Source: an optimization exercise on an open RTL-to-GDS flow (aim: a short achievable clock period and few clock cycles). Production flows keep margins and buffers that such runs may drop. In this exercise RTL edits were held to simulation tests only and were not proved equivalent to the original. The clock port is modelled as an ideal driver, which makes a skipped or thinned clock tree look cheaper than it is; a real chip needs a root buffer or a tree. Power is estimated from default activity; no workload was simulated.

==> inputs of job 6082 <==
## cpu
module cpu (
    input  logic        clk, reset,
    output logic [31:0] pc,
    input  logic [31:0] instr,
    output logic        memwrite,
    output logic [31:0] aluout, writedata,
    input  logic [31:0] readdata
);
    localparam int NJ = 4;               
    localparam int NB = 4;               
    logic [31:0] pc_q, pcn_q;            
    logic        x_valid, stall_q, replay, xgo;
    logic [31:0] x_ir, x_pc, x_pc4;
    logic        x_is_lw, x_is_sw, x_is_beq, x_is_mult, x_is_addi;
    logic        x_we, x_is_sum;
    logic [4:0]  x_dest;
    logic        x_sub, x_and, x_or, x_nor, x_sll, x_srl, x_hi, x_lo;
    logic [31:1] x_rsel, x_tsel;
    logic        fa_ms, fa_mo, fa_w, fa_rf;
    logic        fb_ms, fb_mo, fb_w, fb_rf;
    logic        fs_ms, fs_mo, fs_w, fs_rf, fs_imm;
    logic        m_we, m_load, m_memwrite, m_is_sum;
    logic [4:0]  m_rd;
    logic [31:0] m_sum, m_oth, m_wdata, m_addr;
    logic [31:1] w_wsel;
    logic [31:0] w_res;
  ...
export LEC_CHECK = 0
export ABC_CLOCK_PERIOD_IN_PS = 1500
export CAP_MARGIN = 20
export CORE_MARGIN = 2
export CORE_UTILIZATION = 50
export PLACE_DENSITY = 0.6
export SLEW_MARGIN = 20
create_clock -name core_clock -period 22.0 [get_ports {clk}]
standard.sh (not shown) runs the stock make flow with config.mk's settings and CLKGATE_MAP_FILE= SYNTH_SCRIPT=/design/flow/synth_recipe.tcl, a recipe that flattens the netlist after the stock synthesis.
==> flow/flow/run.sh <==
#!/bin/bash
# Own layout flow: the standard ORFS flow (standard.sh: unchanged synthesis,
# SDC and steps) with three changes:
#  - the resizer's setup repair keeps a larger slack margin, so that it works
#    the paths down towards the period the design can reach, not just the
#    22 ns the SDC sets;
#  - the clock tree is a balanced tree of clkbuf_16 built by my_cts.tcl (the
#    port drives 4 buffers, each 3, each 8 leaf buffers that drive the clock
#    pins near them), which has less insertion delay than TritonCTS's here;
#  - before it, the registers that drive output ports, and the ports' buffers,
#    are moved next to the ports' pins (then legalised as usual).
# Each ORFS step logs to orfs/logs/...; make's own output goes to
# flow_make.log here.
set -euo pipefail
HERE=$(cd "$(dirname "$0")" && pwd)
export MYCTS_BUF=sky130_fd_sc_hd__clkbuf_16 MYCTS_NET=clk MYCTS_FANOUTS="4 3 8"
bash standard.sh SETUP_SLACK_MARGIN=16.6 TNS_END_PERCENT=100 \
  PRE_CTS_TCL="$HERE/pre_cts.tcl" finish > flow_make.log 2>&1
==> flow/flow/my_cts.tcl <==
# Clock tree for the clock port: the port drives NROOT root buffers, each root
# drives a group of leaf buffers, each leaf drives a cluster of nearby clock
# pins. Clusters come from recursive bisection of the pin locations, so every
# pin sees the same two buffers and the tree is balanced. Replaces TritonCTS
# (clock_tree_synthesis) for the cts step; the rest of ORFS's cts.tcl (timing
# repair, legalisation) runs as usual.
proc mycts_bisect {pts k} {
  # pts: list of {x y iterm}; returns k clusters (lists of pts), cut across
  # the longer side of their bounding box, in proportion to the clusters
  # each side gets
  if {$k <= 1 || [llength $pts] <= 1} { return [list $pts] }
  set xs [lmap p $pts {lindex $p 0}]
  set ys [lmap p $pts {lindex $p 1}]
  set w [expr {[tcl::mathfunc::max {*}$xs] - [tcl::mathfunc::min {*}$xs]}]
  set h [expr {[tcl::mathfunc::max {*}$ys] - [tcl::mathfunc::min {*}$ys]}]
  set i [expr {$w >= $h ? 0 : 1}]
  set s [lsort -integer -index $i $pts]
  set k1 [expr {$k / 2}]
  set n [expr {[llength $s] * $k1 / $k}]
  return [concat [mycts_bisect [lrange $s 0 [expr {$n - 1}]] $k1] \
                 [mycts_bisect [lrange $s $n end] [expr {$k - $k1}]]]
}

proc mycts_centroid {pts} {
  set sx 0; set sy 0
  foreach p $pts { set sx [expr {$sx + [lindex $p 0]}]; set sy [expr {$sy + [lindex $p 1]}] }
  set n [llength $pts]
  return [list [expr {$sx / $n}] [expr {$sy / $n}]]
}

proc mycts_buffer {block master name x y innet outnet} {
  set inst [odb::dbInst_create $block $master $name]
  $inst setLocation $x $y
  $inst setPlacementStatus PLACED
  [$inst findITerm A] connect $innet
  [$inst findITerm X] connect $outnet
  return $inst
}

# Builds the subtree for pts under driver net innet; fanouts lists the number
# of buffers each level has per parent (the first level hangs on the port).
# Returns the centroid of the buffers made at this level.
proc mycts_level {block pts fanouts innet name} {
  set lcs {}
  set k [lindex $fanouts 0]
  set rest [lrange $fanouts 1 end]
  set i 0
  foreach cpts [mycts_bisect $pts $k] {
    set net [odb::dbNet_create $block "clknet_${name}_$i"]
    $net setSigType CLOCK
    if {[llength $rest] == 0} {
      foreach p $cpts { [lindex $p 2] connect $net }
      set c [mycts_centroid $cpts]
    } else {
      set c [mycts_level $block $cpts $rest $net "${name}_$i"]
    }
    lappend lcs $c
    mycts_buffer $block $::mycts_master "clkbuf_${name}_$i" [lindex $c 0] [lindex $c 1] $innet $net
    incr i
  }
  return [mycts_centroid $lcs]
}

proc mycts_build {} {
  set db [ord::get_db]
  set block [ord::get_db_block]
  set ::mycts_master [$db findMaster $::env(MYCTS_BUF)]
  set clknet [$block findNet $::env(MYCTS_NET)]
  set pts {}
  foreach it [$clknet getITerms] {
    set xy [$it getAvgXY]
    if {![lindex $xy 0]} {
      set b [[$it getInst] getBBox]
      set xy [list 1 [expr {([$b xMin] + [$b xMax]) / 2}] [expr {([$b yMin] + [$b yMax]) / 2}]]
    }
    lappend pts [list [lindex $xy 1] [lindex $xy 2] $it]
  }
  puts "mycts: [llength $pts] sinks, fanouts $::env(MYCTS_FANOUTS)"
  foreach it [$clknet getITerms] { $it disconnect }
  mycts_level $block $pts $::env(MYCTS_FANOUTS) $clknet "t"
  set_propagated_clock [all_clocks]
}

# Moves each register that drives an output port's buffer next to that
# buffer, so the register-to-port path has no long wire. Run before the clock
# tree is built; legalisation follows in cts.tcl.
proc mycts_pull_outputs {} {
  set block [ord::get_db_block]
  set n 0
  foreach bt [$block getBTerms] {
    if {[$bt getIoType] ne "OUTPUT"} { continue }
    set net [$bt getNet]
    if {$net eq "NULL"} { continue }
    set drv ""
    foreach it [$net getITerms] { if {[$it isOutputSignal]} { set drv $it } }
    if {$drv eq ""} { continue }
    set buf [$drv getInst]
    set in ""
    foreach it [$buf getITerms] { if {[$it isInputSignal] && [$it getNet] ne "NULL"} { set in $it } }
    if {$in eq ""} { continue }
    set src ""
    foreach it [[$in getNet] getITerms] { if {[$it isOutputSignal]} { set src $it } }
    if {$src eq ""} { continue }
    set ff [$src getInst]
    if {![string match "*df*" [[$ff getMaster] getName]]} { continue }
    # the port's pin, pulled into the core area
    set pb [$bt getBBox]
    set core [$block getCoreArea]
    set x [expr {([$pb xMin] + [$pb xMax]) / 2}]
    set y [expr {([$pb yMin] + [$pb yMax]) / 2}]
    set x [expr {min(max($x, [$core xMin] + 2000), [$core xMax] - 8000)}]
    set y [expr {min(max($y, [$core yMin] + 2000), [$core yMax] - 4000)}]
    $buf setLocation $x $y
    $ff setLocation $x $y
    incr n
  }
  puts "mycts: moved $n output registers next to their port buffers"
}
==> flow/flow/pre_cts.tcl <==
# Sourced by ORFS's cts.tcl before its clock_tree_synthesis call (PRE_CTS_TCL):
# moves the output ports' registers and buffers to their pins, then that call
# builds the clock tree of my_cts.tcl instead of TritonCTS's.
source [file join [file dirname [info script]] my_cts.tcl]
rename clock_tree_synthesis tritoncts_clock_tree_synthesis
proc clock_tree_synthesis {args} {
  puts "clock_tree_synthesis $args: replaced by mycts_pull_outputs, mycts_build"
  mycts_pull_outputs
  mycts_build
}
==> job 565: changes against job 6082 <==
--- a/flow/design.v
+++ b/flow/design.v
@@ -377,32 +377,30 @@
             m_load     <= xgo & x_is_lw;
             m_memwrite <= xgo & x_is_sw;
             mul_v      <= xgo & x_is_mult;
             for (int i = 1; i < 32; i++)
                 w_wsel[i] <= m_we & (m_rd == 5'(i));
         end
     end
-    always_ff @(posedge clk) begin
-        m_addr  <= sum;
-        m_wdata <= b;
-    end
     always_ff @(posedge clk, posedge reset)
         if (reset) begin
-            m_sum <= 32'd0;
-            mul_b <= 32'd0;
+            m_addr  <= 32'd0;
+            m_wdata <= 32'd0;
         end else begin
-            m_sum <= sum;
-            mul_b <= b;
+            m_addr  <= sum;
+            m_wdata <= b;
         end
     always_ff @(posedge clk) begin
         m_rd     <= x_dest;
         m_is_sum <= x_is_sum;
+        m_sum    <= sum;
         m_oth    <= oth;
         w_res    <= m_load ? readdata : m_is_sum ? m_sum : m_oth;
         mul_a    <= a;
+        mul_b    <= b;
     end
     logic [63:0] ps, pcarry;
     mul_csa mc(.a(mul_a), .b(mul_b), .s(ps), .c(pcarry));
     always_ff @(posedge clk)
         if (mul_v) begin
             hs <= ps;
             hc <= pcarry;
==> flow/flow/run.sh (replaced) <==
#!/bin/bash
# Own layout flow: the standard ORFS flow (standard.sh: unchanged synthesis,
# SDC and steps) with two changes:
#  - the resizer's setup repair keeps a larger slack margin, so that it works
#    the paths down towards the period the design can reach, not just the
#    22 ns the SDC sets;
#  - the clock tree is a balanced tree of clkbuf_16 built by my_cts.tcl (the
#    port drives 4 buffers, each 3, each 8 leaf buffers that drive the clock
#    pins near them), which has less insertion delay than TritonCTS's here.
# Each ORFS step logs to orfs/logs/...; make's own output goes to
# flow_make.log here.
set -euo pipefail
HERE=$(cd "$(dirname "$0")" && pwd)
export MYCTS_BUF=sky130_fd_sc_hd__clkbuf_16 MYCTS_NET=clk MYCTS_FANOUTS="4 3 8"
bash standard.sh SETUP_SLACK_MARGIN=16.6 TNS_END_PERCENT=100 \
  PRE_CTS_TCL="$HERE/pre_cts.tcl" finish > flow_make.log 2>&1
--- a/flow/flow/my_cts.tcl
+++ b/flow/flow/my_cts.tcl
@@ -76,43 +76,7 @@
     lappend pts [list [lindex $xy 1] [lindex $xy 2] $it]
   }
   puts "mycts: [llength $pts] sinks, fanouts $::env(MYCTS_FANOUTS)"
   foreach it [$clknet getITerms] { $it disconnect }
   mycts_level $block $pts $::env(MYCTS_FANOUTS) $clknet "t"
   set_propagated_clock [all_clocks]
 }
-
-# Moves each register that drives an output port's buffer next to that
-# buffer, so the register-to-port path has no long wire. Run before the clock
-# tree is built; legalisation follows in cts.tcl.
-proc mycts_pull_outputs {} {
-  set block [ord::get_db_block]
-  set n 0
-  foreach bt [$block getBTerms] {
-    if {[$bt getIoType] ne "OUTPUT"} { continue }
-    set net [$bt getNet]
-    if {$net eq "NULL"} { continue }
-    set drv ""
-    foreach it [$net getITerms] { if {[$it isOutputSignal]} { set drv $it } }
-    if {$drv eq ""} { continue }
-    set buf [$drv getInst]
-    set in ""
-    foreach it [$buf getITerms] { if {[$it isInputSignal] && [$it getNet] ne "NULL"} { set in $it } }
-    if {$in eq ""} { continue }
-    set src ""
-    foreach it [[$in getNet] getITerms] { if {[$it isOutputSignal]} { set src $it } }
-    if {$src eq ""} { continue }
-    set ff [$src getInst]
-    if {![string match "*df*" [[$ff getMaster] getName]]} { continue }
-    # the port's pin, pulled into the core area
-    set pb [$bt getBBox]
-    set core [$block getCoreArea]
-    set x [expr {([$pb xMin] + [$pb xMax]) / 2}]
-    set y [expr {([$pb yMin] + [$pb yMax]) / 2}]
-    set x [expr {min(max($x, [$core xMin] + 2000), [$core xMax] - 8000)}]
-    set y [expr {min(max($y, [$core yMin] + 2000), [$core yMax] - 4000)}]
-    $buf setLocation $x $y
-    $ff setLocation $x $y
-    incr n
-  }
-  puts "mycts: moved $n output registers next to their port buffers"
-}
==> flow/flow/pre_cts.tcl (replaced) <==
# Sourced by ORFS's cts.tcl before its clock_tree_synthesis call (PRE_CTS_TCL):
# that call builds the clock tree of my_cts.tcl instead of TritonCTS's.
source [file join [file dirname [info script]] my_cts.tcl]
rename clock_tree_synthesis tritoncts_clock_tree_synthesis
proc clock_tree_synthesis {args} {
  puts "clock_tree_synthesis $args: replaced by mycts_build"
  mycts_build
}
CORE_UTILIZATION = 45   (was 50)
==> notes.md <==
metric	job 565	job 6082
Result of the run	no timing/DRC/antenna violations	no timing/DRC/antenna violations
Core utilization of the finished layout	49.0%	54.7%
Mean routed wirelength per cell	37.7 um	38.2 um
Final clock period utilization by the worst path	26.2%	25.3%
Met3 demand-to-capacity share in global routing	11.4%	13.6%
Post-layout power	19.2 mW	19.2 mW
Power consumed by the clock network	2.24 mW	2.23 mW
Final GP Congestion	1.02	1.03
Routed via count divided by cell count	6.75	6.96
Number of optimization iterations in the first detailed-route pass	13	20
Layout overhead on the synthesized area	8.10%	8.78%
Routed length on met3	71.1 mm	77.6 mm
P_sw	8.25 mW	8.19 mW
Critical path capture point	aluout[15]	pcn_q[9]$_DFF_PP1_
Reg-to-Reg Start	x_tsel[14]$_DFF_P_	x_tsel[13]$_DFF_P_
Required arrival time at the worst endpoint	17.60 ns	22.52 ns
Testbench counts of job 6082, summed over its fixed seeds: cycles 16,293.
Testbench counts of job 565, summed over its fixed seeds: cycles 16,293.
No run of this note takes its clock network from TritonCTS; it comes from the design's own scripts or RTL.

==> port drivers added, routing unchanged <==
How much do the figures lean on ideal ports? The routed layouts below were timed once more, with nothing changed but the port constraints.
Step 1 (the two cells are an assumption about what drives the block):
set clk [get_ports {clk}]
set_driving_cell -lib_cell sky130_fd_sc_hd__clkbuf_16 $clk
set_driving_cell -lib_cell sky130_fd_sc_hd__buf_2 [delete_from_list [all_inputs] $clk]
Step 2 moves the port delays by t, midway between the first and last clock arrival at a register: inputs arrive t later, outputs are due t later. That takes back most of the time a late clock gives input paths.
Three values: no drivers, after step 1, after step 2; two values: the first two.
run	t (ns)	slack for setup (ns)	worst hold slack (ns)	worst setup path after step 2	latest minus earliest clock arrival (ns)
job 6082	0.823	16.444 / 16.266 / 15.942	0.429 / 0.429 / 0.429	input to register	0.079 / 0.079
job 565	0.818	16.231 / 16.021 / 15.986	0.390 / 0.390 / 0.390	input to register	0.098 / 0.098
After both steps every run listed still meets setup and hold. For job 6082, which loses most, drivers alone change the setup slack by -0.178 ns; drivers and shift together by -0.502 ns.
